From an optimization exercise on the open Yosys and OpenROAD flow, aimed at small area, a short achievable clock period and few clock cycles; shortcuts taken in it are not production practice. Only simulation tests tie the RTL to the original design; equivalence was not proved.

== build 32 ==
==> flow/design.v (excerpt) <==
module CONVCOR(
        clk,
        rst_n,
        in_valid,
        in_a,
        in_b,
        in_mode,
        out_valid,
        out
);
input              clk;
input              rst_n;
input              in_valid;
input      [15:0]  in_a;
input      [15:0]  in_b;
input              in_mode;
output reg         out_valid;
output reg [35:0]  out;
reg [15:0] xa, ra1, ra2, xb, rb1, rb2;
reg [3:0]  st;      
reg        mode;
wire        cur_mode = (st == 4'd0) ? in_mode : mode;
wire [15:0] in_bx    = {in_b[15:8], in_b[7:0] ^ {8{~cur_mode}}};
reg [3:0] st_n;
always @(*) begin
    if (!rst_n)
        st_n = 4'd0;
    else if (st == 4'd0)
        st_n = in_valid ? 4'd1 : 4'd0;
    else if ((mode && st == 4'd3) || st == 4'd9)
        st_n = 4'd0;
    else
        st_n = st + 4'd1;
end
wire s0 = (st == 4'd0), s1 = (st == 4'd1), s2 = (st == 4'd2), s3 = (st == 4'd3);
  ...
Size: about 1300 cells after synthesis, about 15000 um2 of cells after synthesis.
clock: 12.0 ns
lec_check: 0
cap_margin: 20
core_margin: 2
core_utilization: 40
slew_margin: 20
synth_hierarchical: 1
standard.sh (not shown) runs the stock make flow with config.mk's settings and CLKGATE_MAP_FILE= SYNTH_SCRIPT=/design/flow/synth_recipe.tcl, a recipe that flattens the netlist after the stock synthesis.
==> flow/flow/run.sh <==
#!/bin/bash
# Standard ORFS layout, with repair_timing aiming for extra setup slack so the
# layout is sized for a shorter period than the 12 ns constraint, plain
# buffers on the ports, larger clock sink clusters and no dummy clock loads.
set -euo pipefail
bash standard.sh SETUP_SLACK_MARGIN=8.8 \
  "BUFFER_PORTS_ARGS=-buffer_cell sky130_fd_sc_hd__buf_1" \
  "CTS_ARGS=-sink_clustering_enable -repair_clock_nets -dont_use_dummy_load -sink_clustering_size 24 -sink_clustering_max_diameter 150" \
  finish > flow_standard.log 2>&1
Testbench counts of build 32, summed over its fixed seeds: cycles 64,050.
Setup changes, build 32 to build 47
==> flow/flow/run.sh <==
#!/bin/bash
# Standard ORFS layout, with repair_timing aiming for extra setup slack so the
# layout is sized for a shorter period than the 12 ns constraint, plain
# buffers on the ports, larger clock sink clusters and no dummy clock loads.
set -euo pipefail
bash standard.sh SETUP_SLACK_MARGIN=8.7 \
  "BUFFER_PORTS_ARGS=-buffer_cell sky130_fd_sc_hd__buf_1" \
  "CTS_ARGS=-sink_clustering_enable -repair_clock_nets -dont_use_dummy_load -sink_clustering_size 24 -sink_clustering_max_diameter 150 -distance_between_buffers 500 -branching_point_buffers_distance 500" \
  finish > flow_standard.log 2>&1
Results
- Any difference in post-layout minimum cycle time between build 32 and build 47 is small enough to ignore.
- met1 global-route usage ends up higher on build 32.
- Looking at post-cts sizing count, build 47 sits 17% lower than build 32 does.
- Relative to build 32, path depth of the worst reg2reg path has gone up in build 47.
Inputs modified between build 47 and build 51:
==> flow/flow/run.sh <==
#!/bin/bash
# Standard ORFS layout, with repair_timing aiming for extra setup slack so the
# layout is sized for a shorter period than the 12 ns constraint, plain
# buffers on the ports, and no dummy clock-tree loads.
set -euo pipefail
bash standard.sh SETUP_SLACK_MARGIN=8.7 \
  "BUFFER_PORTS_ARGS=-buffer_cell sky130_fd_sc_hd__buf_1" \
  "CTS_ARGS=-sink_clustering_enable -repair_clock_nets -dont_use_dummy_load" \
  finish > flow_standard.log 2>&1
==> comparison <==
- Setup slack: build 51 less than build 47
- Build 51 against build 47: final wirelength rose 3.2%; pin slew with the least headroom to its limit rose 0.0056 ns; relative area of clock buffers and inverters in the final design rose 2.0 points.

========
## lane 1
Another version of the RTL of CONVCOR (not shown whole).
Size: about 73 I/O pins.
export LEC_CHECK = 0
export CAP_MARGIN = 20
export CORE_MARGIN = 2
export CORE_UTILIZATION = 40
export SLEW_MARGIN = 20
export SYNTH_HIERARCHICAL = 1
create_clock -name core_clock -period 12.0 [get_ports {clk}]
==> flow/flow/run.sh <==
#!/bin/bash
# Standard ORFS layout, with repair_timing aiming for extra setup slack so the
# layout is sized for a shorter period than the 12 ns constraint, plain
# buffers on the ports, larger clock sink clusters and no dummy clock loads.
set -euo pipefail
bash standard.sh SETUP_SLACK_MARGIN=8.6 \
  "BUFFER_PORTS_ARGS=-buffer_cell sky130_fd_sc_hd__buf_1" \
  "CTS_ARGS=-sink_clustering_enable -repair_clock_nets -dont_use_dummy_load -sink_clustering_size 24 -sink_clustering_max_diameter 150" \
  finish > flow_standard.log 2>&1
Lane 1 did not stop at any stage, and its layout met the timing, DRC and antenna checks.
Testbench counts of lane 1, summed over its fixed seeds: cycles 64,050.
The inputs of lane 2 differ from those of lane 1 as listed below.
# lane 1
export LEC_CHECK = 0
export CAP_MARGIN = 20
export CORE_MARGIN = 2
export CORE_UTILIZATION = 40
export SLEW_MARGIN = 20
export SYNTH_HIERARCHICAL = 1
create_clock -name core_clock -period 12.0 [get_ports {clk}]
# lane 2
export LEC_CHECK = 0
export CAP_MARGIN = 20
export CORE_MARGIN = 2
export CORE_UTILIZATION = 55
export SLEW_MARGIN = 20
export SYNTH_HIERARCHICAL = 1
create_clock -name core_clock -period 12.0 [get_ports {clk}]
==> flow/flow/run.sh <==
#!/bin/bash
set -euo pipefail
knobs=(
  SETUP_SLACK_MARGIN=8.6
  "BUFFER_PORTS_ARGS=-buffer_cell sky130_fd_sc_hd__buf_1"
  "CTS_ARGS=-sink_clustering_enable -repair_clock_nets -dont_use_dummy_load -sink_clustering_size 24 -sink_clustering_max_diameter 150"
)
for stage in synth floorplan place cts route finish; do
  bash standard.sh "${knobs[@]}" "$stage" > "log_${stage}.log" 2>&1
done
==> run summary <==
In terms of maximum frequency, lane 1 and lane 2 differ only marginally. Via count of the first global-routing pass (lane 2 over lane 1): decrease, 359. Run comparison: lane 2 timing startpoint of the critical path out[23]; lane 1 timing startpoint of the critical path ti_p3_0. Changes observed in lane 2 relative to lane 1: cell area after placement down 0.97%, sequential cell count flat, final worst slack up 5.4 ps. Final cell area: lane 2 below lane 1.
The inputs of lane 3 differ from those of lane 2 as listed below.
# lane 2
export LEC_CHECK = 0
export CAP_MARGIN = 20
export CORE_MARGIN = 2
export CORE_UTILIZATION = 55
export SLEW_MARGIN = 20
export SYNTH_HIERARCHICAL = 1
create_clock -name core_clock -period 12.0 [get_ports {clk}]
# lane 3
export LEC_CHECK = 0
export CAP_MARGIN = 20
export CORE_MARGIN = 2
export CORE_UTILIZATION = 40
export SLEW_MARGIN = 20
export SYNTH_HIERARCHICAL = 1
create_clock -name core_clock -period 12.0 [get_ports {clk}]
Lane 3 ends up with lower initial standard-cell utilization of the core than lane 2 does. Compared with lane 2, lane 3 degrades final area. Lane 3 vs. lane 2: area of the core grew by about 37%, number of global-route vias before repair grew by 359, die area grew by 10,000 um2. The first-pass GRT wire length in lane 3 sits 4.3% above the value recorded for lane 2. Non-clock buffer count went up slightly going from lane 2 to lane 3. Higher met2 wire length goes to lane 3 over lane 2.

========
## run 1
CONVCOR with an RTL version that a note above also has.
For scale: ~1600 cells after synthesis, about 240 flip-flops, ~73 I/O pins, about 0.016 sq mm of cells after synthesis.
export LEC_CHECK = 0
export ABC_AREA = 1
export CAP_MARGIN = 20
export CORE_MARGIN = 2
export CORE_UTILIZATION = 40
export SLEW_MARGIN = 20
export SYNTH_HIERARCHICAL = 1
create_clock -name core_clock -period 12.0 [get_ports {clk}]
==> flow/flow/run.sh <==
#!/bin/bash
# Standard ORFS layout, with repair_timing aiming for extra setup slack so the
# layout is sized for a shorter period than the 12 ns constraint, plain
# buffers on the ports, larger clock sink clusters and no dummy clock loads.
set -euo pipefail
bash standard.sh SETUP_SLACK_MARGIN=8.7 \
  "BUFFER_PORTS_ARGS=-buffer_cell sky130_fd_sc_hd__buf_1" \
  "CTS_ARGS=-sink_clustering_enable -repair_clock_nets -dont_use_dummy_load -sink_clustering_size 24 -sink_clustering_max_diameter 150" \
  finish > flow_standard.log 2>&1
Run 1 ended with every stage complete and zero timing, DRC or antenna violations.
Testbench counts of run 1, summed over its fixed seeds: cycles 64,050.
--- input diff run 1..run 2 ---
# run 1
export LEC_CHECK = 0
export ABC_AREA = 1
export CAP_MARGIN = 20
export CORE_MARGIN = 2
export CORE_UTILIZATION = 40
export SLEW_MARGIN = 20
export SYNTH_HIERARCHICAL = 1
create_clock -name core_clock -period 12.0 [get_ports {clk}]
# run 2
export LEC_CHECK = 0
export CAP_MARGIN = 20
export CORE_MARGIN = 2
export CORE_UTILIZATION = 40
export SLEW_MARGIN = 20
export SYNTH_HIERARCHICAL = 1
create_clock -name core_clock -period 12.0 [get_ports {clk}]
--- a/flow/flow/run.sh
+++ b/flow/flow/run.sh
@@ -7,3 +7,3 @@
   "BUFFER_PORTS_ARGS=-buffer_cell sky130_fd_sc_hd__buf_1" \
-  "CTS_ARGS=-sink_clustering_enable -repair_clock_nets -dont_use_dummy_load -sink_clustering_size 24 -sink_clustering_max_diameter 150" \
+  "CTS_ARGS=-sink_clustering_enable -repair_clock_nets -dont_use_dummy_load -sink_clustering_size 30 -sink_clustering_max_diameter 150" \
   finish > flow_standard.log 2>&1
Findings:
Going from run 1 to run 2, final design instance area without fill went down by 2.0%; synthesized cell area went down by 3.1%. Destination of the critical timing path: out[34] -> run 1, out[21] -> run 2. On final-layout non-clock buffer area share: between run 1 and run 2, it ends up higher for run 2. All-layer global routing usage (higher): run 1. Per the comparison of run 2 with run 1, global-route wire length before repair lost 5200 um; final estimated routing congestion in global placement lost 2.3%; net count after synthesis lost 343.
Input changes introduced in run 3 (baseline for comparison: run 2):
--- a/flow/flow/run.sh
+++ b/flow/flow/run.sh
@@ -5,5 +5,5 @@
 set -euo pipefail
-bash standard.sh SETUP_SLACK_MARGIN=8.7 \
+bash standard.sh SETUP_SLACK_MARGIN=8.55 \
   "BUFFER_PORTS_ARGS=-buffer_cell sky130_fd_sc_hd__buf_1" \
-  "CTS_ARGS=-sink_clustering_enable -repair_clock_nets -dont_use_dummy_load -sink_clustering_size 30 -sink_clustering_max_diameter 150" \
+  "CTS_ARGS=-sink_clustering_enable -repair_clock_nets -dont_use_dummy_load -sink_clustering_size 24 -sink_clustering_max_diameter 150" \
   finish > flow_standard.log 2>&1
- Compare run 3 and run 2 | final wirelength lower: run 3
- On run 3: number of buffers inserted by post-CTS setup repair is about 44% lower than what run 2 gave.
- In the flow results for run 3 and run 2, the number of gates resized after CTS is larger on run 2.
- No stage failed in run 3, and the final checks on the layout all came back clean.
- Going from run 2 to run 3, register-to-register slack down 0.08 ns, worst setup slack down 0.056 ns, global-route wire length before repair down 1500 um.
- Tapcell count of run 2 is on par with run 3.
- In run 3, worst path arrival time is higher than in run 2.
The following lists how run 4 was set up differently from run 3:
--- a/flow/flow/run.sh
+++ b/flow/flow/run.sh
@@ -5,3 +5,3 @@
 set -euo pipefail
-bash standard.sh SETUP_SLACK_MARGIN=8.55 \
+bash standard.sh SETUP_SLACK_MARGIN=8.4 \
   "BUFFER_PORTS_ARGS=-buffer_cell sky130_fd_sc_hd__buf_1" \
[summary]
Compared with run 3, wire length of the first global-routing pass in run 4 decreased slightly. Run comparison: run 4 timing startpoint of the critical path xb[8]; run 3 timing startpoint of the critical path out[24]. Run 4 ends up with higher final critical delay including setup and external delays than run 3 does. Run 4 has less setup slack than run 3. Summary: final instance area, run 4 better than run 3. Run 3 ended up with reg2out as its startpoint-to-endpoint class of the critical path; run 4 ended up with reg2reg.
For run 5, these inputs were changed with respect to run 4:
--- a/flow/flow/run.sh
+++ b/flow/flow/run.sh
@@ -5,3 +5,3 @@
 set -euo pipefail
-bash standard.sh SETUP_SLACK_MARGIN=8.4 \
+bash standard.sh SETUP_SLACK_MARGIN=8.6 \
   "BUFFER_PORTS_ARGS=-buffer_cell sky130_fd_sc_hd__buf_1" \
Side by side, fraction of the cycle the final worst path needs turned out lower in run 5 than in run 4.
A start point of the critical path of xb[8] is what run 4 shows, while out[13] belongs to run 5.
Diff run 4 -> run 5: synthesis-to-layout area growth up 1.1 points, final hold slack rose 0.014 ns.
## Diff of input files: run 6 against run 5
--- a/flow/flow/run.sh
+++ b/flow/flow/run.sh
@@ -5,3 +5,3 @@
 set -euo pipefail
-bash standard.sh SETUP_SLACK_MARGIN=8.6 \
+bash standard.sh SETUP_SLACK_MARGIN=8.7 \
   "BUFFER_PORTS_ARGS=-buffer_cell sky130_fd_sc_hd__buf_1" \
## What came out
On mean number of vias per cell, run 5 tracks run 6 almost exactly.
Diff run 5 -> run 6: aggregate global-route resource usage increased by 0.47 points relative to the old numbers, number of DRC violations after detailed-routing iteration 0 decreased by 20 relative to the old numbers.
Summary of run 6 over run 5: highest clock rate was more or less identical.

## port drivers added, routing unchanged
How much do the figures lean on ideal ports? The routed layouts below were timed once more, with nothing changed but the port constraints. Step 1 sets driving cells, clkbuf_16 on the clock port and buf_2 on the other inputs (assumed; they add their load-dependent delay and slew). Step 2 adds t to the input delays and takes it off the output delays; t is the mean of the earliest and latest rising clock arrival at the registers after step 1. Input paths then give back, and output paths get back, about the clock's delay inside the block. a / b / c = ideal ports / drivers / drivers and shift; a / b = the first two.
| run | t, ns | slack for setup (ns) | hold WS [ns] | latest minus earliest clock arrival (ns) |
|---|---|---|---|---|
| build 32 | 0.543 | 8.644 / 8.590 / 8.503 | 0.330 / 0.330 / 0.330 | 0.051 / 0.050 |
| build 47 | 0.532 | 8.646 / 8.595 / 8.488 | 0.349 / 0.349 / 0.349 | 0.044 / 0.043 |
| build 51 | 0.571 | 8.613 / 8.563 / 8.476 | 0.328 / 0.328 / 0.328 | 0.064 / 0.064 |
| lane 1 | 0.522 | 8.627 / 8.581 / 8.459 | 0.331 / 0.331 / 0.331 | 0.034 / 0.034 |
| lane 2 | 0.524 | 8.632 / 8.581 / 8.443 | 0.329 / 0.329 / 0.329 | 0.038 / 0.037 |
| lane 3 | 0.522 | 8.627 / 8.581 / 8.459 | 0.331 / 0.331 / 0.331 | 0.034 / 0.034 |
| run 1 | 0.528 | 8.644 / 8.596 / 8.609 | 0.348 / 0.348 / 0.348 | 0.046 / 0.045 |
| run 2 | 0.529 | 8.649 / 8.600 / 8.482 | 0.338 / 0.338 / 0.338 | 0.026 / 0.026 |
| run 3 | 0.534 | 8.593 / 8.543 / 8.305 | 0.343 / 0.343 / 0.343 | 0.046 / 0.045 |
| run 4 | 0.529 | 8.438 / 8.438 / 8.312 | 0.318 / 0.318 / 0.318 | 0.044 / 0.044 |
| run 5 | 0.532 | 8.637 / 8.587 / 8.612 | 0.331 / 0.331 / 0.331 | 0.038 / 0.038 |
| run 6 | 0.532 | 8.646 / 8.595 / 8.488 | 0.349 / 0.349 / 0.349 | 0.044 / 0.043 |
After both steps every run listed still meets setup and hold. For run 3, which loses most, drivers alone change the setup slack by -0.050 ns; drivers and shift together by -0.288 ns.
